This is an optimization exercise on Yosys and OpenROAD, whose aim is small area, a short achievable clock period and few clock cycles, not a production implementation. No run shown here included a check of the RTL's function; only the layout flow was run. Power and IR drop assume default switching activity.

File: design/flow/flow/run.sh
#!/bin/bash
# Layout: the standard flow (standard.sh: the standard synthesis, then
# ORFS floorplan to finish at the design's clock and constraints), with two
# changes to how the layout is optimised:
#  - the port buffers that buffer_ports inserts are buf_1 cells;
#  - repair_timing works towards a larger setup margin.
# make's full output goes to standard_finish.log in this folder.
set -uo pipefail
bash standard.sh \
   "BUFFER_PORTS_ARGS=-buffer_cell sky130_fd_sc_hd__buf_1" \
   SETUP_SLACK_MARGIN=6.0 \
   finish > standard_finish.log 2>&1
status=$?
tail -5 standard_finish.log
exit $status
File: design/flow/standard.sh
#!/bin/bash
# synth_recipe.tcl (not shown) runs the flow's synth.tcl, then flattens the netlist and writes it again
# the make line also repeats each setting of config.mk as NAME=value (left out here)
make -C /OpenROAD-flow-scripts/flow DESIGN_CONFIG=/design/flow/config.mk WORK_HOME=/design/flow/orfs CLKGATE_MAP_FILE= SYNTH_SCRIPT=/design/flow/synth_recipe.tcl "${@:-finish}"
File: design/flow/config.mk
export PLATFORM = sky130hd
export DESIGN_NAME = engine
export DESIGN_NICKNAME = engine
export VERILOG_FILES = /design/flow/design.v
export SDC_FILE = /design/flow/constraint.sdc
export NUM_CORES = 4
export LEC_CHECK = 0
export ABC_CLOCK_PERIOD_IN_PS = 5000
export CAP_MARGIN = 20
export CORE_MARGIN = 2
export CORE_UTILIZATION = 40
export SLEW_MARGIN = 20
File: design/flow/constraint.sdc
create_clock -name core_clock -period 11.0 [get_ports {clk}]
set_input_delay 2.2000 -clock core_clock [delete_from_list [all_inputs] [get_ports {clk}]]
set_output_delay 2.2000 -clock core_clock [all_outputs]
set_load 0.01 [all_outputs]
File: design/flow/design.v
`timescale 1 ns / 1 ps
module bk_add #(
   parameter                  W = 64
) (
   input    [W-1:0]           a,
   input    [W-1:0]           b,
   input                      ci,
   output   [W-1:0]           s
);
   localparam                 L = $clog2(W);
   reg   [W-1:0]              g, p, gg, pp;
   integer                    i, k;
   always @* begin
      p  = a ^ b;
      g  = a & b;
      gg = g;
      pp = p;
      gg[0] = g[0] | (p[0] & ci);
      for (k = 0; k < L; k = k + 1) begin
         for (i = (2 << k) - 1; i < W; i = i + (2 << k)) begin
            gg[i] = gg[i] | (pp[i] & gg[i - (1 << k)]);
            pp[i] = pp[i] & pp[i - (1 << k)];
         end
      end
      for (k = L - 2; k >= 0; k = k - 1) begin
         for (i = (3 << k) - 1; i < W; i = i + (2 << k)) begin
            gg[i] = gg[i] | (pp[i] & gg[i - (1 << k)]);
            pp[i] = pp[i] & pp[i - (1 << k)];
         end
      end
   end
   assign s = p ^ {gg[W-2:0], ci};
endmodule
module bk_lt #(
   parameter                  W = 64
) (
   input    [W-1:0]           a,
   input    [W-1:0]           b,
   output                     lt
);
   localparam                 L = $clog2(W);
   reg   [W-1:0]              gg, pp;
   integer                    i, k;
   always @* begin
      pp = a ^ ~b;
      gg = a & ~b;
      gg[0] = gg[0] | pp[0];
      for (k = 0; k < L; k = k + 1) begin
         for (i = (2 << k) - 1; i < W; i = i + (2 << k)) begin
            gg[i] = gg[i] | (pp[i] & gg[i - (1 << k)]);
            pp[i] = pp[i] & pp[i - (1 << k)];
         end
      end
   end
   assign lt = !gg[W-1];
endmodule
`timescale 1 ns / 1 ps
module hash31 (
   input    [31:0]            k,
   output   [30:0]            h
);
   wire t1, t2, t3, t4, t5, t6, t7, t8, t9, t10, t11, t12, t13, t14, t15, t16, t17, t18, t19, t20, t21, t22, t23, t24, t25, t26, t27, t28, t29, t30, t31, t32, t33, t34, t35, t36, t37, t38, t39, t40, t41, t42, t43, t44, t45, t46, t47, t48, t49, t50, t51, t52, t53, t54, t55, t56, t57, t58, t59, t60, t61, t62, t63, t64, t65, t66, t67, t68, t69, t70, t71, t72, t73, t74, t75, t76, t77, t78, t79, t80, t81, t82, t83, t84, t85, t86, t87, t88, t89, t90, t91, t92, t93, t94, t95, t96, t97, t98, t99, t100, t101, t102, t103, t104, t105, t106, t107, t108, t109, t110, t111, t112, t113, t114, t115, t116, t117, t118, t119, t120, t121, t122, t123, t124, t125, t126, t127, t128, t129, t130, t131, t132, t133, t134, t135, t136, t137, t138, t139, t140, t141, t142, t143, t144, t145, t146, t147, t148, t149, t150, t151, t152, t153, t154, t155, t156, t157, t158, t159, t160, t161, t162, t163, t164, t165, t166, t167, t168, t169, t170, t171, t172, t173, t174, t175, t176, t177, t178, t179, t180, t181, t182, t183, t184, t185, t186, t187, t188, t189, t190, t191, t192, t193, t194, t195, t196, t197, t198, t199, t200, t201, t202, t203, t204, t205, t206, t207, t208, t209, t210, t211, t212, t213, t214, t215, t216, t217, t218, t219, t220, t221, t222, t223, t224, t225, t226, t227, t228, t229, t230, t231, t232, t233, t234, t235, t236, t237, t238, t239, t240, t241, t242, t243, t244;
   assign t1 = k[29] ^ k[27];
   assign t2 = k[29] & k[27];
   assign t3 = k[30] ^ k[28] ^ k[27];
   assign t4 = (k[30] & k[28]) | (k[30] & k[27]) | (k[28] & k[27]);
   assign t5 = k[17] ^ k[15];
   assign t6 = k[17] & k[15];
   assign t7 = k[18] ^ k[16] ^ k[15];
   assign t8 = (k[18] & k[16]) | (k[18] & k[15]) | (k[16] & k[15]);
   assign t9 = k[19] ^ k[17] ^ k[16];
   assign t10 = (k[19] & k[17]) | (k[19] & k[16]) | (k[17] & k[16]);
   assign t11 = k[20] ^ k[18] ^ k[17];
   assign t12 = (k[20] & k[18]) | (k[20] & k[17]) | (k[18] & k[17]);
   assign t13 = k[21] ^ k[19] ^ k[18];
   assign t14 = (k[21] & k[19]) | (k[21] & k[18]) | (k[19] & k[18]);
   assign t15 = k[22] ^ k[20] ^ k[19];
   assign t16 = (k[22] & k[20]) | (k[22] & k[19]) | (k[20] & k[19]);
   assign t17 = k[23] ^ k[21] ^ k[20];
   assign t18 = (k[23] & k[21]) | (k[23] & k[20]) | (k[21] & k[20]);
   assign t19 = k[16] ^ k[13];
   assign t20 = k[16] & k[13];
   assign t21 = k[24] ^ k[22] ^ k[21];
   assign t22 = (k[24] & k[22]) | (k[24] & k[21]) | (k[22] & k[21]);
   assign t23 = k[17] ^ k[14] ^ k[13];
   assign t24 = (k[17] & k[14]) | (k[17] & k[13]) | (k[14] & k[13]);
   assign t25 = k[25] ^ k[23] ^ k[22];
   assign t26 = (k[25] & k[23]) | (k[25] & k[22]) | (k[23] & k[22]);
   assign t27 = k[18] ^ k[15] ^ k[14];
   assign t28 = (k[18] & k[15]) | (k[18] & k[14]) | (k[15] & k[14]);
   assign t29 = k[26] ^ k[24] ^ k[23];
   assign t30 = (k[26] & k[24]) | (k[26] & k[23]) | (k[24] & k[23]);
   assign t31 = k[19] ^ k[16] ^ k[15];
   assign t32 = (k[19] & k[16]) | (k[19] & k[15]) | (k[16] & k[15]);
   assign t33 = k[9] ^ k[3];
   assign t34 = k[9] & k[3];
   assign t35 = k[27] ^ k[25] ^ k[24];
   assign t36 = (k[27] & k[25]) | (k[27] & k[24]) | (k[25] & k[24]);
   assign t37 = k[20] ^ k[17] ^ k[16];
   assign t38 = (k[20] & k[17]) | (k[20] & k[16]) | (k[17] & k[16]);
   assign t39 = k[10] ^ k[4] ^ k[1];
   assign t40 = (k[10] & k[4]) | (k[10] & k[1]) | (k[4] & k[1]);
   assign t41 = k[28] ^ k[26] ^ k[25];
   assign t42 = (k[28] & k[26]) | (k[28] & k[25]) | (k[26] & k[25]);
   assign t43 = k[21] ^ k[18] ^ k[17];
   assign t44 = (k[21] & k[18]) | (k[21] & k[17]) | (k[18] & k[17]);
   assign t45 = k[11] ^ k[5] ^ k[2];
   assign t46 = (k[11] & k[5]) | (k[11] & k[2]) | (k[5] & k[2]);
   assign t47 = t1 ^ k[26] ^ k[22];
   assign t48 = (t1 & k[26]) | (t1 & k[22]) | (k[26] & k[22]);
   assign t49 = k[19] ^ k[18] ^ k[12];
   assign t50 = (k[19] & k[18]) | (k[19] & k[12]) | (k[18] & k[12]);
   assign t51 = k[6] ^ k[3] ^ k[0];
   assign t52 = (k[6] & k[3]) | (k[6] & k[0]) | (k[3] & k[0]);
   assign t53 = t2 ^ t3 ^ k[23];
   assign t54 = (t2 & t3) | (t2 & k[23]) | (t3 & k[23]);
   assign t55 = k[20] ^ k[19] ^ k[13];
   assign t56 = (k[20] & k[19]) | (k[20] & k[13]) | (k[19] & k[13]);
   assign t57 = k[7] ^ k[4] ^ k[1];
   assign t58 = (k[7] & k[4]) | (k[7] & k[1]) | (k[4] & k[1]);
   assign t59 = k[10] ^ k[8];
   assign t60 = k[10] & k[8];
   assign t61 = k[11] ^ k[9] ^ k[8];
   assign t62 = (k[11] & k[9]) | (k[11] & k[8]) | (k[9] & k[8]);
   assign t63 = k[4] ^ k[1];
   assign t64 = k[4] & k[1];
   assign t65 = k[12] ^ k[10] ^ k[9];
   assign t66 = (k[12] & k[10]) | (k[12] & k[9]) | (k[10] & k[9]);
   assign t67 = k[5] ^ k[2] ^ k[1];
   assign t68 = (k[5] & k[2]) | (k[5] & k[1]) | (k[2] & k[1]);
   assign t69 = k[13] ^ k[11] ^ k[10];
   assign t70 = (k[13] & k[11]) | (k[13] & k[10]) | (k[11] & k[10]);
   assign t71 = k[6] ^ k[3] ^ k[2];
   assign t72 = (k[6] & k[3]) | (k[6] & k[2]) | (k[3] & k[2]);
   assign t73 = k[14] ^ k[12] ^ k[11];
   assign t74 = (k[14] & k[12]) | (k[14] & k[11]) | (k[12] & k[11]);
   assign t75 = k[7] ^ k[4] ^ k[3];
   assign t76 = (k[7] & k[4]) | (k[7] & k[3]) | (k[4] & k[3]);
   assign t77 = k[15] ^ k[13] ^ k[12];
   assign t78 = (k[15] & k[13]) | (k[15] & k[12]) | (k[13] & k[12]);
   assign t79 = k[8] ^ k[5] ^ k[4];
   assign t80 = (k[8] & k[5]) | (k[8] & k[4]) | (k[5] & k[4]);
   assign t81 = k[16] ^ k[14] ^ k[13];
   assign t82 = (k[16] & k[14]) | (k[16] & k[13]) | (k[14] & k[13]);
   assign t83 = k[9] ^ k[6] ^ k[5];
   assign t84 = (k[9] & k[6]) | (k[9] & k[5]) | (k[6] & k[5]);
   assign t85 = t5 ^ k[14] ^ k[10];
   assign t86 = (t5 & k[14]) | (t5 & k[10]) | (k[14] & k[10]);
   assign t87 = k[7] ^ k[6] ^ k[0];
   assign t88 = (k[7] & k[6]) | (k[7] & k[0]) | (k[6] & k[0]);
   assign t89 = t6 ^ t7 ^ k[11];
   assign t90 = (t6 & t7) | (t6 & k[11]) | (t7 & k[11]);
   assign t91 = k[8] ^ k[7] ^ k[1];
   assign t92 = (k[8] & k[7]) | (k[8] & k[1]) | (k[7] & k[1]);
   assign t93 = t8 ^ t9 ^ k[12];
   assign t94 = (t8 & t9) | (t8 & k[12]) | (t9 & k[12]);
   assign t95 = k[9] ^ k[8] ^ k[2];
   assign t96 = (k[9] & k[8]) | (k[9] & k[2]) | (k[8] & k[2]);
   assign t97 = t10 ^ t11 ^ k[13];
   assign t98 = (t10 & t11) | (t10 & k[13]) | (t11 & k[13]);
   assign t99 = k[10] ^ k[9] ^ k[3];
   assign t100 = (k[10] & k[9]) | (k[10] & k[3]) | (k[9] & k[3]);
   assign t101 = t12 ^ t13 ^ k[14];
   assign t102 = (t12 & t13) | (t12 & k[14]) | (t13 & k[14]);
   assign t103 = k[11] ^ k[10] ^ k[4];
   assign t104 = (k[11] & k[10]) | (k[11] & k[4]) | (k[10] & k[4]);
   assign t105 = t14 ^ t15 ^ k[15];
   assign t106 = (t14 & t15) | (t14 & k[15]) | (t15 & k[15]);
   assign t107 = k[12] ^ k[11] ^ k[5];
   assign t108 = (k[12] & k[11]) | (k[12] & k[5]) | (k[11] & k[5]);
   assign t109 = t16 ^ t17 ^ t19;
   assign t110 = (t16 & t17) | (t16 & t19) | (t17 & t19);
   assign t111 = k[12] ^ k[6] ^ k[0];
   assign t112 = (k[12] & k[6]) | (k[12] & k[0]) | (k[6] & k[0]);
   assign t113 = t18 ^ t20 ^ t21;
   assign t114 = (t18 & t20) | (t18 & t21) | (t20 & t21);
   assign t115 = t23 ^ k[7] ^ k[1];
   assign t116 = (t23 & k[7]) | (t23 & k[1]) | (k[7] & k[1]);
   assign t117 = t22 ^ t24 ^ t25;
   assign t118 = (t22 & t24) | (t22 & t25) | (t24 & t25);
   assign t119 = t27 ^ k[8] ^ k[2];
   assign t120 = (t27 & k[8]) | (t27 & k[2]) | (k[8] & k[2]);
   assign t121 = t26 ^ t28 ^ t29;
   assign t122 = (t26 & t28) | (t26 & t29) | (t28 & t29);
   assign t123 = t31 ^ t33 ^ k[0];
   assign t124 = (t31 & t33) | (t31 & k[0]) | (t33 & k[0]);
   assign t125 = t30 ^ t32 ^ t34;
   assign t126 = (t30 & t32) | (t30 & t34) | (t32 & t34);
   assign t127 = t35 ^ t37 ^ t39;
   assign t128 = (t35 & t37) | (t35 & t39) | (t37 & t39);
   assign t129 = t36 ^ t38 ^ t40;
   assign t130 = (t36 & t38) | (t36 & t40) | (t38 & t40);
   assign t131 = t41 ^ t43 ^ t45;
   assign t132 = (t41 & t43) | (t41 & t45) | (t43 & t45);
   assign t133 = t42 ^ t44 ^ t46;
   assign t134 = (t42 & t44) | (t42 & t46) | (t44 & t46);
   assign t135 = t47 ^ t49 ^ t51;
   assign t136 = (t47 & t49) | (t47 & t51) | (t49 & t51);
   assign t137 = t48 ^ t50 ^ t52;
   assign t138 = (t48 & t50) | (t48 & t52) | (t50 & t52);
   assign t139 = t53 ^ t55 ^ t57;
   assign t140 = (t53 & t55) | (t53 & t57) | (t55 & t57);
   assign t141 = k[7] ^ k[5];
   assign t142 = k[7] & k[5];
   assign t143 = k[8] ^ k[6] ^ k[5];
   assign t144 = (k[8] & k[6]) | (k[8] & k[5]) | (k[6] & k[5]);
   assign t145 = k[9] ^ k[7] ^ k[6];
   assign t146 = (k[9] & k[7]) | (k[9] & k[6]) | (k[7] & k[6]);
   assign t147 = t59 ^ k[7] ^ k[3];
   assign t148 = (t59 & k[7]) | (t59 & k[3]) | (k[7] & k[3]);
   assign t149 = t60 ^ t61 ^ t63;
   assign t150 = (t60 & t61) | (t60 & t63) | (t61 & t63);
   assign t151 = t62 ^ t64 ^ t65;
   assign t152 = (t62 & t64) | (t62 & t65) | (t64 & t65);
   assign t153 = t66 ^ t68 ^ t69;
   assign t154 = (t66 & t68) | (t66 & t69) | (t68 & t69);
   assign t155 = t70 ^ t72 ^ t73;
   assign t156 = (t70 & t72) | (t70 & t73) | (t72 & t73);
   assign t157 = t74 ^ t76 ^ t77;
   assign t158 = (t74 & t76) | (t74 & t77) | (t76 & t77);
   assign t159 = t78 ^ t80 ^ t81;
   assign t160 = (t78 & t80) | (t78 & t81) | (t80 & t81);
   assign t161 = t82 ^ t84 ^ t85;
   assign t162 = (t82 & t84) | (t82 & t85) | (t84 & t85);
   assign t163 = t86 ^ t88 ^ t89;
   assign t164 = (t86 & t88) | (t86 & t89) | (t88 & t89);
   assign t165 = t90 ^ t92 ^ t93;
   assign t166 = (t90 & t92) | (t90 & t93) | (t92 & t93);
   assign t167 = t94 ^ t96 ^ t97;
   assign t168 = (t94 & t96) | (t94 & t97) | (t96 & t97);
   assign t169 = t98 ^ t100 ^ t101;
   assign t170 = (t98 & t100) | (t98 & t101) | (t100 & t101);
   assign t171 = t102 ^ t104 ^ t105;
   assign t172 = (t102 & t104) | (t102 & t105) | (t104 & t105);
   assign t173 = t106 ^ t108 ^ t109;
   assign t174 = (t106 & t108) | (t106 & t109) | (t108 & t109);
   assign t175 = t110 ^ t112 ^ t113;
   assign t176 = (t110 & t112) | (t110 & t113) | (t112 & t113);
   assign t177 = t114 ^ t116 ^ t117;
   assign t178 = (t114 & t116) | (t114 & t117) | (t116 & t117);
   assign t179 = t118 ^ t120 ^ t121;
   assign t180 = (t118 & t120) | (t118 & t121) | (t120 & t121);
   assign t181 = t122 ^ t124 ^ t125;
   assign t182 = (t122 & t124) | (t122 & t125) | (t124 & t125);
   assign t183 = t126 ^ t128 ^ t129;
   assign t184 = (t126 & t128) | (t126 & t129) | (t128 & t129);
   assign t185 = t130 ^ t132 ^ t133;
   assign t186 = (t130 & t132) | (t130 & t133) | (t132 & t133);
   assign t187 = t134 ^ t136 ^ t137;
   assign t188 = (t134 & t136) | (t134 & t137) | (t136 & t137);
   assign t189 = k[3] ^ k[1];
   assign t190 = k[3] & k[1];
   assign t191 = k[4] ^ k[2] ^ k[1];
   assign t192 = (k[4] & k[2]) | (k[4] & k[1]) | (k[2] & k[1]);
   assign t193 = k[5] ^ k[3] ^ k[2];
   assign t194 = (k[5] & k[3]) | (k[5] & k[2]) | (k[3] & k[2]);
   assign t195 = k[6] ^ k[4] ^ k[3];
   assign t196 = (k[6] & k[4]) | (k[6] & k[3]) | (k[4] & k[3]);
   assign t197 = t141 ^ k[4] ^ k[0];
   assign t198 = (t141 & k[4]) | (t141 & k[0]) | (k[4] & k[0]);
   assign t199 = t142 ^ t143 ^ k[1];
   assign t200 = (t142 & t143) | (t142 & k[1]) | (t143 & k[1]);
   assign t201 = t144 ^ t145 ^ k[2];
   assign t202 = (t144 & t145) | (t144 & k[2]) | (t145 & k[2]);
   assign t203 = t146 ^ t147 ^ k[0];
   assign t204 = (t146 & t147) | (t146 & k[0]) | (t147 & k[0]);
   assign t205 = t148 ^ t149 ^ k[0];
   assign t206 = (t148 & t149) | (t148 & k[0]) | (t149 & k[0]);
   assign t207 = t150 ^ t151 ^ t67;
   assign t208 = (t150 & t151) | (t150 & t67) | (t151 & t67);
   assign t209 = t152 ^ t153 ^ t71;
   assign t210 = (t152 & t153) | (t152 & t71) | (t153 & t71);
   assign t211 = t154 ^ t155 ^ t75;
   assign t212 = (t154 & t155) | (t154 & t75) | (t155 & t75);
   assign t213 = t156 ^ t157 ^ t79;
   assign t214 = (t156 & t157) | (t156 & t79) | (t157 & t79);
   assign t215 = t158 ^ t159 ^ t83;
   assign t216 = (t158 & t159) | (t158 & t83) | (t159 & t83);
   assign t217 = t160 ^ t161 ^ t87;
   assign t218 = (t160 & t161) | (t160 & t87) | (t161 & t87);
   assign t219 = t162 ^ t163 ^ t91;
   assign t220 = (t162 & t163) | (t162 & t91) | (t163 & t91);
   assign t221 = t164 ^ t165 ^ t95;
   assign t222 = (t164 & t165) | (t164 & t95) | (t165 & t95);
   assign t223 = t166 ^ t167 ^ t99;
   assign t224 = (t166 & t167) | (t166 & t99) | (t167 & t99);
   assign t225 = t168 ^ t169 ^ t103;
   assign t226 = (t168 & t169) | (t168 & t103) | (t169 & t103);
   assign t227 = t170 ^ t171 ^ t107;
   assign t228 = (t170 & t171) | (t170 & t107) | (t171 & t107);
   assign t229 = t172 ^ t173 ^ t111;
   assign t230 = (t172 & t173) | (t172 & t111) | (t173 & t111);
   assign t231 = t174 ^ t175 ^ t115;
   assign t232 = (t174 & t175) | (t174 & t115) | (t175 & t115);
   assign t233 = t176 ^ t177 ^ t119;
   assign t234 = (t176 & t177) | (t176 & t119) | (t177 & t119);
   assign t235 = t178 ^ t179 ^ t123;
   assign t236 = (t178 & t179) | (t178 & t123) | (t179 & t123);
   assign t237 = t180 ^ t181 ^ t127;
   assign t238 = (t180 & t181) | (t180 & t127) | (t181 & t127);
   assign t239 = t182 ^ t183 ^ t131;
   assign t240 = (t182 & t183) | (t182 & t131) | (t183 & t131);
   assign t241 = t184 ^ t185 ^ t135;
   assign t242 = (t184 & t185) | (t184 & t135) | (t185 & t135);
   assign t243 = t186 ^ t187 ^ t139;
   assign t244 = (t186 & t187) | (t186 & t139) | (t187 & t139);
   wire  [30:0]               ra = {t242, t240, t238, t236, t234, t232, t230, t228, t226, t224, t222, t220, t218, t216, t214, t212, t210, t208, t206, t204, t202, t200, t198, t196, t194, t192, t190, t189, k[2], k[1], k[0]};
   wire  [30:0]               rb = {t243, t241, t239, t237, t235, t233, t231, t229, t227, t225, t223, t221, t219, t217, t215, t213, t211, t209, t207, t205, t203, t201, t199, t197, t195, t193, t191, k[0], k[0], 1'b0, 1'b0};
   bk_add #(.W(31)) ADD (.a(ra), .b(rb), .ci(1'b0), .s(h));
endmodule
`timescale 1 ns / 1 ps
module engine (
   input                      clk,
   input                      rst,
   output                     done,
   input    [63:0]            num_rows_in,
   input    [63:0]            rows_size_in,
   input    [63:0]            row_start_in,
   input    [63:0]            row_skip_in,
   input    [63:0]            hash_table_mask,
   input                      row_rq_stall_in,
   output                     row_rq_vld_out,
   output   [47:0]            row_rq_vadr_out,
   output                     row_rs_stall_out,
   input                      row_rs_vld_in,
   input    [63:0]            row_rs_data_in,
   input                      ll_afull_in,
   output                     ll_write_en_out,
   output   [47:0]            ll_address_out,
   output   [63:0]            ll_payload_out,
   input                      ht_rq_afull_in,
   output                     ht_rq_read_en_out,
   output   [47:0]            ht_rq_address_out,
   output   [63:0]            ht_rq_data_out,
   output                     ht_rs_afull_out,
   input                      ht_rs_write_en_in,
   input    [63:0]            ht_rs_data_in,
   input                      ll_update_afull_in,
   output                     ll_update_write_en_out,
   output   [47:0]            ll_update_addr_out,
   output   [63:0]            ll_update_data_out,
   input                      ll_rs_write_en_in
);
   reg   [63:0]               skip_r;
   always @(posedge clk)
      if (rst) skip_r <= row_skip_in;
   wire  [47:0]               ss_s   = row_start_in[47:0] | row_skip_in[47:0];
   reg   [5:0]                msb_s;
   integer                    j;
   always @* begin
      msb_s = 6'd0;
      for (j = 0; j < 48; j = j + 1)
         if (ss_s[j]) msb_s = j[5:0];
   end
   reg   [5:0]                bit_a;       
   reg                        took_a;      
   reg                        last_a;      
   reg                        sbit_a, kbit_a;
   reg                        init_a;      
   reg   [47:0]               badr_a;      
   reg   [47:0]               step_a;      
   reg   [63:0]               idx_h;       
   wire  [47:0]               size_r     = idx_h[47:0];
   wire                       init_end   = !init_a && took_a && last_a;
   reg   [63:0]               idx_a;
   reg                        more_a;
   reg                        primed_a;
   wire                       rq_s       = init_a && more_a && !row_rq_stall_in;
   wire  [47:0]               badr_op_a  = init_a ? badr_a : {badr_a[46:0], 1'b0};
   wire  [47:0]               badr_op_b  = init_a ? step_a : (sbit_a ? size_r : 48'd0);
   wire  [47:0]               badr_sum;
   wire  [47:0]               step_sum;
   bk_add #(.W(48)) BADR_ADD (.a(badr_op_a), .b(badr_op_b), .ci(1'b0), .s(badr_sum));
   bk_add #(.W(48)) STEP_ADD (.a({step_a[46:0], 1'b0}), .b(kbit_a ? size_r : 48'd0),
                              .ci(1'b0), .s(step_sum));
   always @(posedge clk) begin
      if (rst) begin
         bit_a    <= msb_s;
         took_a   <= 1'b0;
         init_a   <= 1'b0;
         badr_a   <= 48'd0;
         step_a   <= 48'd0;
      end else if (!init_a) begin
         sbit_a   <= row_start_in[bit_a];
         kbit_a   <= skip_r[bit_a];
         last_a   <= (bit_a == 6'd0);
         bit_a    <= bit_a - 6'd1;
         took_a   <= 1'b1;
         if (took_a) begin
            badr_a <= badr_sum;
            step_a <= step_sum;
            init_a <= last_a;
         end
      end else if (rq_s) begin
         badr_a   <= badr_sum;
      end
   end
   wire  [63:0]               idx_a_sum;
   wire                       idx_a_lt;
   bk_add #(.W(64)) IDXA_ADD (.a(idx_a), .b(skip_r), .ci(1'b0), .s(idx_a_sum));
   bk_lt  #(.W(64)) IDXA_LT  (.a(idx_a), .b(num_rows_in), .lt(idx_a_lt));
   always @(posedge clk) begin
      if (rst) begin
         idx_a    <= row_start_in;
         more_a   <= 1'b0;
         primed_a <= 1'b0;
      end else if (!primed_a || rq_s) begin
         idx_a    <= idx_a_sum;
         more_a   <= idx_a_lt;
         primed_a <= 1'b1;
      end
   end
   assign row_rq_vld_out  = rq_s;
   assign row_rq_vadr_out = {3'd0, badr_a[47:3]};
   wire                       push_s = row_rs_vld_in;
   reg                        lv0;
   reg   [63:0]               ld0;
   wire                       ll_fire = (lv0 || push_s) && !ll_afull_in;
   wire                       lv0_nx  = (lv0 || push_s) && !ll_fire;
   always @(posedge clk)
      if (!lv0) ld0 <= row_rs_data_in;
   reg                        kv;
   reg   [31:0]               kd;
   reg                        hv0, hv1;
   reg   [30:0]               hd0, hd1;
   wire                       ht_fire = hv0 && !ht_rq_afull_in;
   wire                       k_move  = kv && (!hv1 || ht_fire);
   always @(posedge clk)
      if (push_s) kd <= row_rs_data_in[63:32];
   wire  [30:0]               prod_s;
   hash31 HASH (.k(kd), .h(prod_s));
   wire  [30:0]               hash_s = prod_s & hash_table_mask[30:0];
   always @(posedge clk) begin
      if (ht_fire) begin
         hd0 <= hv1 ? hd1 : hash_s;
         hd1 <= hash_s;
      end else if (kv) begin
         if (!hv0)      hd0 <= hash_s;
         else if (!hv1) hd1 <= hash_s;
      end
   end
   wire                       hv0_nx = ht_fire ? (hv1 || kv) : (hv0 || kv);
   wire                       hv1_nx = ht_fire ? (hv1 && kv) : (hv1 || (hv0 && kv));
   wire                       kv_nx  = push_s || (kv && !k_move);
   reg                        row_stall_r;
   always @(posedge clk) begin
      if (rst) begin
         lv0 <= 1'b0; kv <= 1'b0; hv0 <= 1'b0; hv1 <= 1'b0;
         row_stall_r <= 1'b0;
      end else begin
         lv0 <= lv0_nx; kv <= kv_nx; hv0 <= hv0_nx; hv1 <= hv1_nx;
         row_stall_r <= lv0_nx || (kv_nx && hv1_nx);
      end
   end
   assign row_rs_stall_out = row_stall_r;
   reg   [46:0]               idx_l;       
   wire  [46:0]               idx_l_sum;
   wire  [63:0]               idx_h_sum;
   bk_add #(.W(47)) IDXL_ADD (.a(idx_l), .b(skip_r[46:0]), .ci(1'b0), .s(idx_l_sum));
   bk_add #(.W(64)) IDXH_ADD (.a(idx_h), .b(skip_r), .ci(1'b0), .s(idx_h_sum));
   always @(posedge clk) begin
      if (rst) begin
         idx_l <= row_start_in[46:0];
         idx_h <= {16'd0, rows_size_in[47:0]};
      end else begin
         if (ll_fire)  idx_l <= idx_l_sum;
         if (init_end) idx_h <= row_start_in;
         else if (ht_fire) idx_h <= idx_h_sum;
      end
   end
   assign ll_write_en_out    = ll_fire;
   assign ll_address_out     = {idx_l, 1'b0};
   assign ll_payload_out     = lv0 ? ld0 : row_rs_data_in;
   assign ht_rq_read_en_out  = ht_fire;
   assign ht_rq_address_out  = {17'd0, hd0};
   assign ht_rq_data_out     = idx_h;
   reg                        uv0;
   reg   [63:0]               ud0;
   wire                       u_vld   = uv0 || ht_rs_write_en_in;
   wire                       u_fire  = u_vld && !ll_update_afull_in;
   wire                       uv0_nx  = u_vld && !u_fire;
   reg   [46:0]               idx_u;
   reg                        ht_afull_r;
   wire  [46:0]               idx_u_sum;
   bk_add #(.W(47)) IDXU_ADD (.a(idx_u), .b(skip_r[46:0]), .ci(1'b0), .s(idx_u_sum));
   always @(posedge clk) begin
      if (!uv0) ud0 <= ht_rs_data_in;
      if (rst) begin
         uv0        <= 1'b0;
         ht_afull_r <= 1'b0;
         idx_u      <= row_start_in[46:0];
      end else begin
         uv0        <= uv0_nx;
         ht_afull_r <= uv0_nx;
         if (u_fire) idx_u <= idx_u_sum;
      end
   end
   assign ht_rs_afull_out        = ht_afull_r;
   assign ll_update_write_en_out = u_fire;
   assign ll_update_addr_out     = {idx_u, 1'b1};
   assign ll_update_data_out     = uv0 ? ud0 : ht_rs_data_in;
   reg   [15:0]               inflight;
   always @(posedge clk) begin
      if (rst)
         inflight <= 16'd0;
      else if (rq_s && !ll_rs_write_en_in)
         inflight <= inflight + 16'd1;
      else if (!rq_s && ll_rs_write_en_in)
         inflight <= inflight - 16'd1;
   end
   assign done = primed_a && !more_a &&
                 (inflight == 16'd0 || (inflight == 16'd1 && ll_rs_write_en_in));
endmodule
==> results of run 1 <==
[layer usage]
layer  routed length, um  vias up  global-route usage
met3               13100      247              0.0476
met2               66400     1427               0.377
met5                 185        -                   0
li1                    -    16918                   -
met1               68600    17868               0.375
met4                5730       24               0.103
[worst reg2reg max path: cells and delay by family, from the launching register on]
| kind | cells | cell delay, ps |
|---|---|---|
| compound gates | 3 | 620 |
| xor+xnor | 1 | 200 |
| fa+ha+maj | 6 | 2830 |
| buf+inv | 2 | 110 |
| flops | 1 | 530 |
| simple gates | 2 | 390 |
[power by group through the flow]
| stage | Combinational, W | Sequential (W) | Clock [W] |
|---|---|---|---|
| detailed placement | 0.00486 | 0.00365 | 0 |
| global route | 0.00597 | 0.00364 | 0.00294 |
| CTS | 0.00508 | 0.00359 | 0.00285 |
| global placement | 0.00475 | 0.00364 | 0 |
| floorplan | 0.00344 | 0.00351 | 0 |
| finish | 0.00534 | 0.00359 | 0.00280 |
[worst min-delay path by stage]
stage / start / cells past startpoint / to
after floorplan: step_a[47]$_SDFFE_PP0P_ / 2 / step_a[47]$_SDFFE_PP0P_
after global placement: step_a[47]$_SDFFE_PP0P_ / 2 / step_a[47]$_SDFFE_PP0P_
after detailed placement: step_a[47]$_SDFFE_PP0P_ / 2 / step_a[47]$_SDFFE_PP0P_
after CTS: step_a[47]$_SDFFE_PP0P_ / 2 / step_a[47]$_SDFFE_PP0P_
after global routing: ld0[16]$_DFF_P_ / 1 / ld0[16]$_DFF_P_
final: step_a[47]$_SDFFE_PP0P_ / 2 / step_a[47]$_SDFFE_PP0P_
[flip-flops by register name, summed over array words and instances, names as in the netlist, 6 cells and up]
signal    flops
step_a       48
badr_a       48
skip_r       64
hd0          31
idx_a        64
idx_h        64
bit_a         6
idx_u        47
kd           31
ld0          64
idx_l        47
ud0          64
hd1          31
inflight     16
[cell families after synthesis]
family / after synthesis
buf+inv: 590
simple gates: 929
other cells: 2
xor+xnor: 206
compound gates: 1034
fa+ha+maj: 686
mux: 258
flops: 638
[cell type report]
type | instances | area share
multi-input combinational | 3135 | 0.506
sequential | 638 | 0.309
antenna | 27 | 0.00127
timing repair buffer | 874 | 0.0707
tap | 1500 | 0.0352
clock buffer | 105 | 0.0406
clock inverter | 42 | 0.0107
inverter | 377 | 0.0268
[per-stage QoR]
| step | std cells | total power, W | worst slack, ps |
|---|---|---|---|
| global route | 6692 | 0.0125 | 5850 |
| global placement | 6461 | 0.00839 | 5090 |
| detailed placement | 6461 | 0.00851 | 5050 |
| CTS | 6649 | 0.0115 | 5960 |
| floorplan | 4363 | 0.00695 | 5860 |
| finish | 6698 | 0.0117 | 5980 |
[what timing repair did]
item,CTS,global route
gates resized for setup,50,51
gates cloned,1,0
endpoints found under the setup margin,51,32
buffers inserted,40,21
pin swaps,14,30
[cell usage in the layout (no fill, tap or decap), drive strengths merged, types with 10 or more instances in the layout]
cell type,count
a211oi,66
a21o,166
a21oi,287
a22o,46
a31oi,13
and2,53
and3,17
and4,11
buf,869
bufinv,10
clkbuf,109
clkinv,27
conb,22
dfxtp,266
diode,27
edfxtp,372
fa,277
ha,409
inv,381
mux2,158
mux2i,58
mux4,42
nand2,360
nand2b,41
nand3,36
nand4,40
nor2,233
nor2b,30
nor3,39
nor4,24
o211ai,13
o21a,24
o21ai,302
o21bai,23
o31ai,17
or2,10
or3,20
xnor2,180
xor2,26
==> impl.org, run 1 <==
** Power and ir drop
- In this run the power density over the cells is roughly 220 nW/um^2.
- Flop pwr share :: 0.306
- Total internal power :: around 0.007 W
- Proportion of power drawn by combinational gates :: 0.455
- Clock network power share :: 0.239
- Max VDD drop :: ~0.17 mV
- Of the total power, the share spent switching nets is 0.390.
- P_leak :: 22.5 nW
- Switching power of the nets :: approximately 0.0046 W

** Final layout
- Measured on the finished design, the core utilization comes to 0.474.
- Share of cells above drive strength 1 :: 0.103
- The multi-input combinational cells in the finished layout cover a total of between 20,000 and 30,000 sq um.
- Sequential cell area :: 16,500 sq um
- Filler cell count :: approximately 11,000
- With fillers left out, the area of the finished cells amounts to ~53,000 sq um.
- From synthesis to final layout, the design area changed by 17.3%.
- In the final design database the tool counted about 6,200 nets.

** Worst setup path
- Walking the worst path, the cells encountered are buf_1, mux2_2, buf_1.
- CP max FO :: 2
- FF-to-FF End :: hd0[29]$_DFFE_PP_
- Arrival time at the worst endpoint :: between 2000 and 3000 ps
- In this run the number of cells on the critical path is 3.
- Data on the critical path is required at its endpoint by just under 9000 ps.
- STA classifies the critical path endpoint as an output pin.
- Kind of launch point of the worst setup path :: input pin
- Among the stages of the critical path, the cell type that occurs most often is buf_1.
- Biggest cell delay along the critical path :: 240 ps
- Critical path's top delay family :: buffers and inverters
- Origin of the worst setup path :: row_rs_data_in[26]
- Measured in cells, the most critical reg-to-reg path has a length of 14.
- Crit Reg-Reg Startpoint :: kd[20]$_DFFE_PP_
- WS Path Type :: in -> out
- R2R setup slack :: just over 6000 ps
- Critical Path Sink :: ll_payload_out[26]
- The largest individual stage delay along the critical path comes from the cell buf_1.
- Buffering stage count on the worst path with inverters included :: 2

** Drt
- Vias per cell :: approximately 5.4
- TritonRoute pass-1 iters :: 7
- Total via count in the routed design :: 36,484
- For this block, the initial DRC count from the detailed router was around 3,000.
- Average wire per cell in the routed design :: ~23 um
- Post-route antenna net violation count :: 0
- Post-route DRC violation count :: 0
- The final layout contains routed wiring with a total length of 154,000 um.

** Floorplan
- Total Die Area :: 116,000 sq um
- In this run the core area contains ~120 standard-cell rows.
- The floorplan step defined a core boundary enclosing 113,000 sq um.
- Initial cell density of the core :: 0.404
- I/O pin count :: 848
- From left edge to right edge, the die measures around 340 um.
- Chip height :: about 340 um

** Logic synthesis
- Commonest cells in the netlist :: 409 x ha_1, 377 x inv_1, 372 x edfxtp_1, 360 x nand2_1, 298 x o21ai_0
- After synthesis, the share of cell area in mux cells is 0.0727.
- The compound-cell area share of the yosys netlist was 0.142.
- The synthesized design contains between 300 and 400 enable-type register cells.
- Sequential area share after synthesis :: 0.363
- Counting flops and latches in the post-synthesis netlist gives 638.
- Count of unique library cells instantiated by Yosys :: between 70 and 80
- Synthesized-area fraction occupied by and/or/nand/nor cells :: 0.0943
- Synthesis Warnings :: 6
- Library cell with the largest summed area after synthesis :: edfxtp_1
- Most used standard cell by instance count after synthesis :: ha_1
- Post-Synthesis Mean Instance Area :: around 10 sq um
- Of the total synthesized cell area, the portion taken by full adders, half adders and majority gates is 0.234.
- Of the total synthesized cell area, the portion taken by XOR and XNOR cells is 0.0397.
- After synthesis, the share of flip-flops with an asynchronous set or reset is 0.
- The cell count after synthesis came out at ~4,300.
- Combinational family with the most area after synthesis :: adder cells
- Top area cells in the synthesized netlist :: edfxtp_1 25%, fa_1 12%, dfxtp_1 12%
- Yosys top cell area share :: 0.246
- Mapped Area :: about 46,000 sq um
- Post-synth top flop :: edfxtp_1

** Clock network
- The H-tree generated during clock tree synthesis spans 3 levels.
- TritonCTS clock tree :: yes
- Root buf cell :: clkbuf_16
- The clock net in this run drives a total of 638 sinks.
- Buffers inserted to repair hold after CTS numbered 0.
- The clock passes through at most 3 buffers.
- CTS clk-pin slew, worst paths :: about 60 ps
- The later pin in the worst-skew pair is clocked with a latency of ~680 ps.
- TritonCTS created just under 80 clock buffers.

** Status
- The run finished with no timing, DRC or antenna violations.

** Global route
- Wire length of the first global-routing pass :: between 200,000 and 250,000 um
- The initial antenna violation count came to 40.
- Entering global routing, the biggest net connects 87 pins.
- Vias in the first global route :: roughly 35,000
- Global-route usage over all layers :: 0.258
- Global routing finished with a remaining overflow of 0.

** STA
- Final Cycle Share :: 0.456
- Final clock skew :: about 33 ps
- Count of final hold-check violations :: 0
- Max-slew headroom at the worst pin :: 0.289
- Worst hold margin :: 451 ps
- Slew @ Worst Pin :: about 1100 ps
- Setup violations remaining at the end of the flow were counted as 0.
- Setup repair after global routing could not meet its margin everywhere.
- For the finished layout, the period the worst path requires is 5020 ps.
- Adding up every negative setup slack in the final design gives 0 ps.
- The number of pins with negative max-slew slack in the final report is 0.
- Highest clock frequency the design can meet :: about 200 MHz

** Job
- Max-cap violations in this run came to 0.

** Placement
- Detailed placement ended at an HPWL of around 120,000 um.
- In this run the tool buffered the top-level ports with slightly below 800 buffer cells.
- RD Place Congestion :: 0.959
- Once placement finished, the instance area stood at just under 50,000 sq um.

** Hold path
- Hold/Removal Path Class :: reg -> reg
==> run 2, diff against run 1 <==
--- a/design/flow/design.v
+++ b/design/flow/design.v
@@ -356,5 +356,6 @@
    reg                        took_a;      
    reg                        last_a;      
-   reg                        sbit_a, kbit_a;
+   reg                        mbit_a;
+   reg                        pass_a;      
    reg                        init_a;      
    reg   [47:0]               badr_a;      
@@ -362,36 +363,44 @@
    reg   [63:0]               idx_h;       
    wire  [47:0]               size_r     = idx_h[47:0];
-   wire                       init_end   = !init_a && took_a && last_a;
+   wire                       init_end   = !init_a && took_a && last_a && pass_a;
    reg   [63:0]               idx_a;
    reg                        more_a;
    reg                        primed_a;
    wire                       rq_s       = init_a && more_a && !row_rq_stall_in;
-   wire  [47:0]               badr_op_a  = init_a ? badr_a : {badr_a[46:0], 1'b0};
-   wire  [47:0]               badr_op_b  = init_a ? step_a : (sbit_a ? size_r : 48'd0);
-   wire  [47:0]               badr_sum;
-   wire  [47:0]               step_sum;
-   bk_add #(.W(48)) BADR_ADD (.a(badr_op_a), .b(badr_op_b), .ci(1'b0), .s(badr_sum));
-   bk_add #(.W(48)) STEP_ADD (.a({step_a[46:0], 1'b0}), .b(kbit_a ? size_r : 48'd0),
-                              .ci(1'b0), .s(step_sum));
+   wire  [47:0]               acc_s      = pass_a ? step_a : badr_a;
+   wire  [47:0]               add_op_a   = init_a ? badr_a : {acc_s[46:0], 1'b0};
+   wire  [47:0]               add_op_b   = init_a ? step_a : (mbit_a ? size_r : 48'd0);
+   wire  [47:0]               add_sum;
+   bk_add #(.W(48)) BADR_ADD (.a(add_op_a), .b(add_op_b), .ci(1'b0), .s(add_sum));
    always @(posedge clk) begin
       if (rst) begin
          bit_a    <= msb_s;
          took_a   <= 1'b0;
+         pass_a   <= 1'b0;
          init_a   <= 1'b0;
          badr_a   <= 48'd0;
          step_a   <= 48'd0;
       end else if (!init_a) begin
-         sbit_a   <= row_start_in[bit_a];
-         kbit_a   <= skip_r[bit_a];
+         mbit_a   <= pass_a ? skip_r[bit_a] : row_start_in[bit_a];
          last_a   <= (bit_a == 6'd0);
          bit_a    <= bit_a - 6'd1;
          took_a   <= 1'b1;
          if (took_a) begin
-            badr_a <= badr_sum;
-            step_a <= step_sum;
-            init_a <= last_a;
+            if (pass_a)
+               step_a <= add_sum;
+            else
+               badr_a <= add_sum;
+            if (last_a) begin
+               if (pass_a) begin
+                  init_a <= 1'b1;
+               end else begin
+                  pass_a <= 1'b1;
+                  bit_a  <= msb_s;
+                  took_a <= 1'b0;
+               end
+            end
          end
       end else if (rq_s) begin
-         badr_a   <= badr_sum;
+         badr_a   <= add_sum;
       end
    end
==> run 2 against run 1 <==
  * First-iteration DRC count is 3.8% lower
  * Core utilization down 0.56 points
  * Hold slack gained 14 ps
  * Total power fell by 6.9%
  * Die area shrank 3.8%
  * Clock power shrank 8.6%
  * Cell area fell by 4.7%
  * Synthesized cell count down 3.5%
  * Wire length is 2.6% lower
  * Highest routed layer unchanged
==> impl.org, run 2 <==
** Status
- The run finished with no timing, DRC or antenna violations.

** Global route
- Pin count of the biggest net entering global routing :: roughly 160
- The via count of the first global-routing pass came to 33,897.
- Global-route usage over all layers :: 0.260
- Total overflow reported by the global router :: 0
- Number of antenna violations at the first check in global routing :: 40
- Wire length of the first global-routing pass :: 218,000 um

** STA
- The number of pins with negative max-slew slack in the final report came to 0.
- Setup repair after global routing could not meet its margin everywhere.
- The final count of hold timing violations was 0.
- Period minus WS final :: 5060 ps
- Setup violations remaining at the end of the flow were counted as 0.
- Sum Neg Setup Slack :: 0 ps
- Worst Slack Setup Final :: roughly 5900 ps
- For the pin with the worst max-slew slack, the measured transition is between 1000 and 1500 ps.
- Final Cycle Share :: 0.460
- Max-slew headroom at the worst pin :: 0.232
- For the final database, setup skew stands at around 37 ps.
- Based on the critical path, the design can be clocked at up to just under 200 MHz.

** Worst setup path
- Master of the slowest instance on the critical path :: fa_1
- Of all nets on the critical path, the largest fanout is 5.
- STA classifies the critical path endpoint as a register.
- Critical path's top delay family :: adder cells
- Data on the critical path arrives at its endpoint at between 5000 and 6000 ps.
- The critical path is of the reg -> reg type.
- The worst setup path is launched from a register.
- Among the stages of the critical path, the cell type that occurs most often is fa_1.
- Data required time at the worst endpoint :: 11,400 ps
- Walking the worst path, the cells encountered are fa_1, inv_1, fa_1, fa_1, inv_1, fa_1, ha_1, a21o_1, a21o_1, a2111oi_4, o21ai_2, a41o_1, fa_2, xor2_2, nand2_1, o21ai_0.
- The largest single stage delay on the critical path is around 550 ps.
- The number of buffers and inverters on the critical path is 2.

** Final layout
- Layout Nets :: about 6,000
- The finished layout holds about 6,400 standard cells, fillers aside.
- Top library cells by usage in the layout, fill and taps aside :: 768 x buf_1, 416 x nand2_1, 371 x edfxtp_1, 360 x ha_1, 333 x o21ai_0
- Most common cell after layout, fill and taps aside :: buf_1
- Area grow syn2layout :: 16.3%
- In the final layout, the share of cells above drive strength 1 is 0.0894.

** Logic synthesis
- Among all cell types in the netlist, the one instantiated most often is nand2_1.
- Commonest cells in the netlist :: 417 x nand2_1, 371 x edfxtp_1, 364 x ha_1, 342 x o21ai_0, 320 x inv_1
- Yosys top cell area share :: 0.255
- Ranked by total cell area, the synthesized netlist is headed by edfxtp_1 25%, dfxtp_1 12%, fa_1 12%.
- Synthesis inferred 638 register bits.
- Synthesis Warnings :: 6
- After synthesis, the share of flip-flops with an asynchronous set or reset is 0.
- Count of unique library cells instantiated by Yosys :: a little over 80
- The synthesized netlist occupies a cell area of between 40,000 and 50,000 sq um.
- Synthesis produced roughly 4,200 cells.
- Post-synth top flop :: edfxtp_1
- Library cell with the largest summed area after synthesis :: edfxtp_1
- After synthesis, the mean cell area works out to between 10 and 15 sq um.
- Number of flops mapped to enable cells by yosys :: about 370
- The share of the Yosys chip area taken by registers is 0.377.

** Power and ir drop
- P_leak :: between 20 and 25 nW
- Internal power comes to roughly 0.0067 W.
- For this design the ratio of total power to cell area is 214 nW/um^2.
- Clock network power share :: 0.235
- Max VDD drop :: ~0.21 mV
- The analysis attributes to net switching a power of ~0.0042 W.
- Final Total Pwr :: 0.0109 W
- Switching fraction of total power :: 0.389
- Proportion of power drawn by combinational gates :: 0.442
- Of the total power, registers draw 0.323.

** Hold path
- Hold/Removal Path Class :: reg -> reg

** Floorplan
- The region available for standard cell placement spans around 110,000 sq um.
- Initial cell density of the core :: 0.403
- I/O pin count :: 848
- Chip height :: 335 um
- The die is 335 um wide.
- The die covers around 110,000 sq um.
- After floorplanning, the core was divided into about 120 placement rows.

** Clock network
- TritonCTS built the clock tree.
- Total clock buffers created by CTS :: slightly below 80
- The clock tree synthesis step divided the H-tree into 3 levels.
- Max Root-Sink Buffers :: 3
- After clock tree synthesis, the clock-pin slew on the worst setup and hold paths is 60 ps.
- Number of sinks handled by clock tree synthesis :: 638
- The tree is rooted in a clkbuf_16.
- The later pin in the worst-skew pair is clocked with a latency of between 600 and 700 ps.

** Job
- Across the run, the number of max-cap violations was 0.

** Drt
- Detailed routing inserted a total of ~35,000 vias.
- Post-route DRC violation count :: 0
- For this run, the detailed router's first-pass iteration total came to 5.
- In the final routed layout, each cell accounts on average for roughly 23 um.
- Routed wire length :: 150,000 um
- The count of nets left with antenna violations once routing finished came out at 0.
- After detailed routing, the number of vias per cell comes to roughly 5.5.
- Number of violations reported at the end of detailed-routing iteration 0 :: approximately 2,800

** Placement
- RD Place Congestion :: 0.935
- Post-detail-place hpwl :: 114,000 um
- At the placement stage, the worst setup path has a slack of between 5000 and 6000 ps.
- Counting tap cells, the placed design contains a total of just over 6,000 instances.
- Number of input and output port buffers inserted :: between 700 and 800
## run 2: cell count changes in the layout (fill, tap and decap cells not counted), moves of 14 or more
cell     before  now
o21ai_0     283  333
mux2i_1      58   79
buf_4        86   51
a21o_1      166  142
fa_1        273  251
nand2_1     357  416
mux2_2      158  137
ha_1        402  360
and2_1       51    8
xnor2_1     176  155
inv_1       365  317
a21oi_1     278  292
## run 2: through the flow
| stage | hold slack (ps) | area, sq um | utilization |
|---|---|---|---|
| 2_1_floorplan | 444 | 43900 | - |
| 3_3_place_gp | 452 | 47700 | 0.439 |
| 3_5_place_dp | 457 | 47700 | 0.439 |
| 4_1_cts | 469 | 50600 | 0.465 |
| 5_1_grt | 481 | 50900 | 0.468 |
| 6_report | 465 | 50900 | 0.468 |
## run 2: per-layer routing
metal	global-route usage	up-vias	wire length [um]
met5	0	-	155
met4	0.101	24	5780
met1	0.369	17324	66100
li1	-	16321	-
met3	0.0487	274	11700
met2	0.391	1426	66400
## run 2: kinds of logic after synthesis
group | count (synthesis) | synth area share
mux | 258 | 0.0749
other cells | 2 | 0.000172
simple gates | 907 | 0.0919
buf+inv | 541 | 0.0530
compound gates | 1046 | 0.147
fa+ha+maj | 618 | 0.220
flops | 638 | 0.377
xor+xnor | 181 | 0.0362
## run 2: final cells by class
cell class | instances | area (sq um)
diodes | 26 | 65.1
flip-flops and latches | 638 | 16500
multi-input cells | 3033 | 25300
clock buffers | 109 | 2180
well taps | 1414 | 1770
fillers | 10312 | 57800
clock inverters | 35 | 299
repair buffers | 841 | 3560
inverters | 322 | 1210
## run 2: path summary, 6_finish.rpt
check / endpoint / slack (ps) / cells after the start / from
min reg2reg: badr_a[0]$_SDFFE_PP0P_ / 470 / 2 / badr_a[0]$_SDFFE_PP0P_
max: hd1[29]$_DFFE_PP_ / 5940 / 16 / kd[20]$_DFFE_PP_
max reg2reg: hd1[29]$_DFFE_PP_ / 5940 / 16 / kd[20]$_DFFE_PP_
min: badr_a[0]$_SDFFE_PP0P_ / 470 / 2 / badr_a[0]$_SDFFE_PP0P_
## run 2: what timing repair did
item | 4_1_cts | 5_1_grt
endpoints found under the setup margin | 43 | 41
pin swaps | 13 | 11
resized for setup | 29 | 30
setup buffers | 21 | 18
cloned | 2 | 0
hold buffers | 0 | 0
## run 2: worst reg2reg max path, delay by kind of cell, from the launching register on
| kind | cells | cell delay (ps) |
|---|---|---|
| xor gates and xnor gates | 1 | 190 |
| adders and majority gates | 6 | 2770 |
| DFF | 1 | 540 |
| and+or+nand+nor | 1 | 80 |
| buffers and inverters | 2 | 100 |
| AOI/OAI and AO/OA | 6 | 1130 |
## run 2: power by group through the flow
| stage | registers, W | logic, W | clock network [W] |
|---|---|---|---|
| final | 0.00353 | 0.00483 | 0.00256 |
| after global routing | 0.00358 | 0.00543 | 0.00270 |
| after CTS | 0.00353 | 0.00471 | 0.00261 |
| after detailed placement | 0.00358 | 0.00452 | 0 |
| after global placement | 0.00358 | 0.00443 | 0 |
| after floorplan | 0.00346 | 0.00323 | 0 |
==> run 3, diff against run 2 <==
--- a/design/flow/config.mk
+++ b/design/flow/config.mk
@@ -6,4 +6,5 @@
 export NUM_CORES = 4
 export LEC_CHECK = 0
+export ABC_AREA = 1
 export ABC_CLOCK_PERIOD_IN_PS = 5000
 export CAP_MARGIN = 20
==> run 3 against run 2 <==
  * Critical path type is now in -> out
  * Wire length is 0.94% higher
  * Synthesized area is 0.94% lower
  * Highest routed layer unchanged
  * Largest cell class unchanged
  * First-iteration DRC count is 2.7% higher
==> impl.org, run 3 <==
** Drt
- Number of violations reported at the end of detailed-routing iteration 0 :: between 2,000 and 3,000
- Summed over all layers, the routed wires come to ~150,000 um.
- The first detailed-routing pass took 5 iterations.
- Post-route DRC violation count :: 0
- Post-route antenna net violation count :: 0
- Average wire per cell in the routed design :: about 22 um
- The detailed router placed approximately 37,000 vias in this run.
- Dividing the detail-routed via count by the number of cells gives about 5.3.

** STA
- The number of pins with negative max-slew slack in the final report was 0.
- In the finished design, the share of the clock period the worst path needs comes to 0.454.
- Period minus WS final :: ~5000 ps
- Adding up every negative setup slack in the final design gives 0 ps.
- Total of endpoints with negative setup slack in the final report :: 0
- On the final layout, the worst hold slack is approximately 470 ps.
- Max-slew headroom at the worst pin :: 0.248
- Unrepaired setup endpoints after global routing :: yes
- The final count of hold timing violations is 0.
- For this run, the top clock speed supported by timing is about 200 MHz.
- Clock skew on the completed layout was measured at approximately 37 ps.
- At the pin with the least slew margin, the transition time is about 1100 ps.

** Final layout
- Layout Nets :: between 6,000 and 7,000
- Post-route non-filler standard cell count :: approximately 6,900
- Top library cells by usage in the layout, fill and taps aside :: 769 x buf_1, 768 x nand2_1, 452 x o21ai_0, 415 x inv_1, 371 x edfxtp_1
- After filler insertion, the fill cell instance count of the layout stands at about 10,000.
- Share of cells above drive strength 1 :: 0.118
- The library cell used most frequently in the layout, excluding fill and tap cells, is buf_1.
- Area grow syn2layout :: 19.2%

** Global route
- The via count of the first global-routing pass came to between 30,000 and 40,000.
- After global routing the overflow that remains totals 0.
- The initial antenna violation count came to 47.
- For this run, the total global-route usage over all layers was measured as 0.265.
- Wire length of the first global-routing pass :: ~220,000 um
- Pin count of the biggest net entering global routing :: ~180

** Placement
- Post-detail-place hpwl :: about 110,000 um
- Counting tap cells, the placed design contains a total of 6,607 instances.
- The congestion estimate from routability-driven global placement came to ~0.96.
- During placement, the flow inserted port buffers numbering around 780.

** Logic synthesis
- Synthesis inferred around 640 register bits.
- Most used standard cell by instance count after synthesis :: nand2_1
- Post-synth top flop :: edfxtp_1
- Synthesis Warnings :: 6
- Share of flip-flops with an asynchronous set or reset :: 0
- Of all cell types, the one taking the most synthesized area is edfxtp_1.
- Top area cells in the synthesized netlist :: edfxtp_1 26%, dfxtp_1 12%, fa_1 12%
- Of the synthesized area, sequential elements account for 0.380.
- Of the post-synthesis cell area, the dominant cell type holds 0.257.
- Commonest cells in the netlist :: 781 x nand2_1, 472 x o21ai_0, 425 x inv_1, 371 x edfxtp_1, 364 x ha_1
- In this run, distinct cell masters in the synthesized netlist total 66.
- Synthesized instance count :: approximately 4,600
- Number of flops mapped to enable cells by yosys :: 371
- Mapped Area :: 43,300 sq um
- Dividing the synthesized area by the synthesized cell count gives between 9 and 10 sq um.

** Clock network
- For this design, the sink count on the clock tree is between 600 and 700.
- In this run the deepest clock path goes through 3 buffers.
- Total clock buffers created by CTS :: a little under 80
- For the worst-skew pair, the clock arrives at the later sink with an insertion delay of between 600 and 700 ps.
- TritonCTS clock tree :: yes
- The H-tree was split into 3 levels.
- CTS clk-pin slew, worst paths :: 50 ps
- The tree is rooted in a clkbuf_16.
- Number of buffers inserted for hold repair after clock tree synthesis :: 0

** Power and ir drop
- Proportion of power drawn by combinational gates :: 0.446
- Total power density per cell area :: roughly 210 nW/um^2
- The share of total power dissipated in sequential elements is 0.314.
- Internal power comes to 0.00669 W.
- Clock network power share :: 0.240
- Switching power of the nets :: between 0.004 and 0.005 W
- Across the VDD grid, the largest voltage drop is roughly 0.22 mV.
- P_leak :: 21.8 nW
- Of the total power, the share spent switching nets is 0.392.

** Worst setup path
- Arrival time at the worst endpoint :: 2790 ps
- Crit Reg-Reg Startpoint :: kd[16]$_DFFE_PP_
- WS Path Type :: in -> out
- FF-to-FF End :: hd1[28]$_DFFE_PP_
- Data required time at the worst endpoint :: slightly below 9000 ps
- Tracing the worst setup path back leads to its startpoint at row_rs_data_in[63].
- STA classifies the critical path endpoint as an output pin.
- Critical Path Sink :: ll_payload_out[63]
- Of all nets on the critical path, the largest fanout is 2.
- For the worst flop-to-flop path, the logic depth is 18.
- Kind of launch point of the worst setup path :: input pin
- R2R setup slack :: 6020 ps

** Floorplan
- The floorplan has between 100 and 150 rows.
- Initial cell density of the core :: 0.404
- Overall die width :: about 330 um
- Total Die Area :: 111,000 sq um
- Chip height :: around 330 um
- I/O pin count :: 848
- The total area inside the core boundary comes to about 110,000 sq um.

** Status
- Run status :: complete, no violations

** Hold path
- Hold/Removal Path Class :: reg -> reg
- Along the worst hold path, the cell count comes to 2.

** Job
- Max-Cap Viols :: 0
-- run 3: worst min path at each step --
stage	endpoint	start	slack [ps]
after floorplan	step_a[17]$_SDFFE_PP0P_	step_a[17]$_SDFFE_PP0P_	440
after global placement	step_a[20]$_SDFFE_PP0P_	step_a[20]$_SDFFE_PP0P_	450
after detailed placement	ld0[37]$_DFF_P_	ld0[37]$_DFF_P_	460
final	step_a[2]$_SDFFE_PP0P_	step_a[2]$_SDFFE_PP0P_	470
after CTS	step_a[2]$_SDFFE_PP0P_	step_a[2]$_SDFFE_PP0P_	460
after global routing	ld0[11]$_DFF_P_	ld0[11]$_DFF_P_	480
-- run 3: power groups by stage --
stage / sequential (W) / combinational (W) / clock, W
final: 0.00345 / 0.00491 / 0.00264
after global routing: 0.00350 / 0.00550 / 0.00277
after CTS: 0.00345 / 0.00459 / 0.00269
after detailed placement: 0.00351 / 0.00431 / 0
after global placement: 0.00351 / 0.00420 / 0
after floorplan: 0.00344 / 0.00308 / 0
-- run 3: worst max-delay path, cell delays in order --
cell,delay [ps]
buf_1,220
mux2_2,210
buf_1,160
-- run 3: cells by family after synthesis --
kind of cell	synth area share
xor gates and xnor gates	0.0317
other	0.000173
DFF	0.380
adders and majority gates	0.222
buffers and inverters	0.0644
and+or+nand+nor	0.135
AOI/OAI and AO/OA	0.133
muxes	0.0333
-- run 3: what timing repair did --
action,in CTS,in global routing
setup buffers,57,64
setup endpoints to repair,57,51
pin swaps,37,65
gates resized for setup,62,80
gates cloned,5,5
-- run 3: cell type report --
type,count,area (sq um),area share
Multi-Input combinational cell,3322,24600,0.476
Sequential cell,638,16500,0.319
Timing Repair Buffer,940,4450,0.0861
Clock buffer,97,2130,0.0413
Tap cell,1403,1760,0.0340
Inverter,432,1670,0.0324
Clock inverter,47,432,0.00835
Antenna cell,31,77.6,0.00150
Timing Repair inverter,3,36.3,0.000702
-- run 3: per-layer routing --
metal | part of all wire | vias up | GRT usage
met5 | 0.0011 | - | 0
met4 | 0.039 | 28 | 0.102
met3 | 0.083 | 286 | 0.0501
met2 | 0.44 | 1455 | 0.396
met1 | 0.44 | 17670 | 0.379
li1 | - | 17288 | -
-- run 3: stage by stage --
| stage | util | cell area (sq um) | setup slack, ps | power, W |
|---|---|---|---|---|
| 2_1_floorplan | - | 43400 | 5730 | 0.00652 |
| 3_3_place_gp | 0.441 | 47300 | 5180 | 0.00771 |
| 3_5_place_dp | 0.441 | 47300 | 5080 | 0.00782 |
| 4_1_cts | 0.473 | 50700 | 5990 | 0.0107 |
| 5_1_grt | 0.482 | 51700 | 5790 | 0.0118 |
| 6_report | 0.482 | 51700 | 6010 | 0.0110 |
==> run 4, diff against run 3 <==
--- a/design/flow/config.mk
+++ b/design/flow/config.mk
@@ -6,8 +6,9 @@
 export NUM_CORES = 4
 export LEC_CHECK = 0
-export ABC_AREA = 1
 export ABC_CLOCK_PERIOD_IN_PS = 5000
 export CAP_MARGIN = 20
 export CORE_MARGIN = 2
-export CORE_UTILIZATION = 40
+export CORE_UTILIZATION = 60
+export CTS_CLUSTER_DIAMETER = 150
+export CTS_CLUSTER_SIZE = 20
 export SLEW_MARGIN = 20
==> run 4 against run 3 <==
  * Cell area shrank 5.2%
  * Clock power shrank 43%
  * Largest cell class unchanged
  * Still clean
  * First-iteration DRC count is 25% higher
  * Maximum frequency is 2.5% lower
  * Sequential share of layout area increased by 1.7 points
  * Sequential power grew 1%
  * Critical path depth up 14
  * Clock-buffer cell count fell by 35
==> impl.org, run 4 <==
** Status
- The run finished with no timing, DRC or antenna violations.

** Logic synthesis
- Of the total synthesized cell area, the portion taken by XOR and XNOR cells is 0.0362.
- By count the netlist is led by 417 x nand2_1, 371 x edfxtp_1, 364 x ha_1, 342 x o21ai_0, 320 x inv_1.
- Of the total synthesized cell area, the portion taken by full adders, half adders and majority gates is 0.220.
- Count of unique library cells instantiated by Yosys :: 81
- Mapped Area :: 43,800 sq um
- Synthesized-area fraction occupied by and/or/nand/nor cells :: 0.0919
- Each instance of the synthesized netlist takes up on average about 10 sq um.
- Synthesized instance count :: approximately 4,200
- Yosys attributes the largest share of cell area to edfxtp_1 25%, dfxtp_1 12%, fa_1 12%.
- Sequential area share after synthesis :: 0.377
- Of all cell types, the one taking the most synthesized area is edfxtp_1.
- Share of flip-flops with an asynchronous set or reset :: 0
- Most used standard cell by instance count after synthesis :: nand2_1
- After synthesis, the largest family of logic cells by area is adder cells.
- Synthesis Warnings :: 6
- Post-synth top flop :: edfxtp_1
- Count of state elements after synthesis :: 638
- The share of synthesized area in the top cell type comes to 0.255.
- Mux share of post-synthesis cell area :: 0.0749
- Synthesized-area fraction occupied by ao, oa, aoi and oai cells :: 0.147
- Number of flops mapped to enable cells by yosys :: about 370

** Placement
- Number of input and output port buffers inserted :: roughly 780
- After legalization and detailed placement, the total HPWL measured between 100,000 and 150,000 um.
- Post-Place Cells :: around 5,800
- The congestion estimate from routability-driven global placement came to around 1.1.

** Drt
- After detailed routing, the number of vias per cell comes to 6.05.
- The pre-antenna-repair detailed-routing pass consisted of 6 iterations.
- Number of violations reported at the end of detailed-routing iteration 0 :: approximately 3,700
- Post-route antenna net violation count :: 0
- Post-route DRC violation count :: 0
- Total via count in the routed design :: around 36,000
- Average wire per cell in the routed design :: between 20 and 25 um
- Routed wire length :: about 150,000 um

** Floorplan
- Overall die width :: between 200 and 300 um
- The initial utilization of the core area, before any placement, comes to 0.603.
- The die covers about 75,000 sq um.
- Std-Cell Core Area :: slightly above 70,000 sq um
- I/O pin count :: 848
- Site row count :: slightly below 100
- Chip height :: ~270 um

** Hold path
- Worst-case hold path end point :: ud0[42]$_DFF_P_
- The worst hold path begins at ud0[42]$_DFF_P_.
- Hold/Removal Path Class :: reg -> reg
- Hold Crit Depth :: 1

** Clock network
- TritonCTS built the clock tree.
- Number of sinks handled by clock tree synthesis :: 638
- Max Root-Sink Buffers :: 3
- Root buf cell :: clkbuf_16
- After clock tree synthesis, the clock-pin slew on the worst setup and hold paths is about 90 ps.
- Number of buffers inserted for hold repair after clock tree synthesis :: 0
- Insertion delay to the later sink of the worst-skew pair :: 630 ps
- CTS H-tree lvls :: 2
- Total clock buffers created by CTS :: 37

** Final layout
- The net count of the finished layout is between 5,000 and 6,000.
- The library cells used most frequently in the layout, excluding fill and tap cells, are 756 x buf_1, 416 x nand2_1, 371 x edfxtp_1, 361 x ha_1, 330 x o21ai_0.
- The finished layout holds between 5,000 and 6,000 standard cells, fillers aside.
- Relative to the synthesized area, the layout overhead comes to 12.0%.
- Share of cells above drive strength 1 :: 0.0803
- Filler cell count :: about 6,000
- Most common cell after layout, fill and taps aside :: buf_1

** Worst setup path
- Crit Reg-Reg Startpoint :: kd[17]$_DFFE_PP_
- The worst register-to-register path ends at hd0[29]$_DFFE_PP_.
- STA classifies the critical path startpoint as a register.
- The worst setup path is of the reg -> reg kind.
- In this run the register-to-register setup slack is 5880 ps.
- CP max FO :: 3
- Arrival time at the worst endpoint :: ~5400 ps
- STA puts the critical path data required time at about 11,000 ps.
- Depth of the worst register-to-register path :: 17
- STA classifies the critical path endpoint as a register.

** Power and ir drop
- Max VDD drop :: between 0.2 and 0.3 mV
- Total power density per cell area :: a little under 200 nW/um^2
- In this run the static leakage power is approximately 20 nW.

** STA
- Unrepaired setup endpoints after global routing :: yes
- Final max-slew violation count :: 0
- On the final layout, the worst clock skew is approximately 50 ps.
- Total of endpoints with negative setup slack in the final report :: 0
- Sum Neg Setup Slack :: 0 ps
- Highest clock frequency the design can meet :: approximately 200 MHz
- In this run the tightest slew margin relative to its limit is 0.305.
- For the pin with the worst max-slew slack, the measured transition is around 1000 ps.
- The final count of hold timing violations was 0.
- Period minus WS final :: 5120 ps
- Final Cycle Share :: 0.465

** Global route
- Met3 Resource Use GR :: 0.0883
- Global routing usage on met1 :: 0.527
- The first global-routing pass estimated ~210,000 um of wire.
- Global-route usage over all layers :: 0.381
- Pin count of the biggest net entering global routing :: 181
- Routing layer with the top usage in global route :: met2
- Met2 track utilization from global routing :: 0.578
- Summed over all layers, the global routing overflow is 0.
- The via count of the first global-routing pass was 33,831.
- The initial antenna violation count is 55.

** Job
- Max-Cap Viols :: 0
run 4: how the worst max path moves through the flow:
stage,startpoint,endpoint,cells past startpoint
finish,kd[17]$_DFFE_PP_,hd0[29]$_DFFE_PP_,17
CTS,kd[19]$_DFFE_PP_,hd1[29]$_DFFE_PP_,17
detailed placement,init_a$_SDFF_PP0_,badr_a[47]$_SDFFE_PP0P_,17
global route,kd[19]$_DFFE_PP_,hd1[29]$_DFFE_PP_,17
floorplan,ht_rq_afull_in,ht_rq_read_en_out,2
global placement,init_a$_SDFF_PP0_,badr_a[47]$_SDFFE_PP0P_,17
run 4: what timing repair did:
item                                    4_1_cts  5_1_grt
buffers inserted                             19       26
pin swaps                                     5       22
endpoints found under the setup margin       44       40
cloned                                        1        0
gates resized for setup                      43       32
run 4: metal layers:
layer,wire (um),vias up,share of wire
li1,-,16218,-
met1,59400,17481,0.41
met2,65700,1785,0.45
met3,15000,285,0.10
met4,6340,20,0.043
met5,117,-,0.00080
run 4: cell type report:
cell class | instances | area, sq um | share of cell area
Antenna cell | 47 | 118 | 0.00240
Clock buffer | 62 | 1030 | 0.0210
Clock inverter | 3 | 41.3 | 0.000843
Inverter | 322 | 1210 | 0.0247
Multi-Input combinational cell | 3032 | 25300 | 0.516
Sequential cell | 638 | 16500 | 0.337
Tap cell | 959 | 1200 | 0.0245
Timing Repair Buffer | 850 | 3620 | 0.0740
run 4: metrics by stage:
stage	instance area [sq um]	utilization	setup WS, ps	power [W]	hold WS [ps]
6_report	49000	0.675	5880	0.00967	475
5_1_grt	49000	0.674	5720	0.0104	486
4_1_cts	48600	0.669	5890	0.00951	476
3_5_place_dp	47200	0.650	5500	0.00794	457
3_3_place_gp	47200	0.650	5550	0.00782	453
2_1_floorplan	43900	-	6010	0.00668	444
run 4: report_power, final:
| group | switching, W | internal [W] | leakage, nW |
|---|---|---|---|
| Combinational | 0.00259 | 0.00207 | 13.8 |
| Clock | 0.000861 | 0.000651 | 0.510 |
| Sequential | 0.000418 | 0.00308 | 5.89 |
| Total | 0.00386 | 0.00581 | 20.2 |
run 4: worst max-delay path: stages, from the launching register on:
cell	delay (ps)
edfxtp_1	480
buf_4	190
fa_1	530
inv_1	50
fa_1	470
fa_1	540
inv_1	50
fa_1	450
ha_1	320
a21o_1	160
a21o_1	200
a2111oi_4	370
o21ai_2	100
a41o_1	250
fa_2	360
xor2_1	160
nand2_1	80
o21ai_1	60
run 4: cells by family (layout without fill, tap and decap cells):
family,after synthesis,in the layout
other,2,69
flip-flops,638,638
AO/OA/AOI/OAI,1046,1046
XOR/XNOR,181,181
AND/OR/NAND/NOR,907,907
adder cells (fa/ha/maj),618,618
multiplexers,258,258
buffers and inverters,541,1237

## afterwards: timing with drivers on the ports
Ports are ideal in the flow. The routed layouts listed here were re-timed in OpenROAD. Step 1, drivers: a clkbuf_16 drives clk and a buf_2 each remaining input, both assumed. Step 2 times the ports against the registers' clock, not the clock port: input delays grow and output delays shrink by t, the midpoint of the rising clock arrivals with the driver on. a / b / c = ideal ports / drivers / drivers and shift; a / b = the first two.
| run | t, ns | setup WS [ns] | worst setup path at the end | pins driven straight from the clock port |
|---|---|---|---|---|
| run 1 | 0.742 | 5.982 / 5.944 / 5.651 | input to register | 1 |
| run 2 | 0.732 | 5.941 / 5.939 / 5.663 | input to register | 1 |
| run 3 | 0.738 | 6.006 / 5.949 / 5.656 | input to register | 1 |
| run 4 | 0.677 | 5.880 / 5.880 / 5.539 | input to register | 1 |
After both steps every run listed still meets setup and hold. For run 3, which loses most, drivers alone change the setup slack by -0.057 ns; drivers and shift together by -0.350 ns.
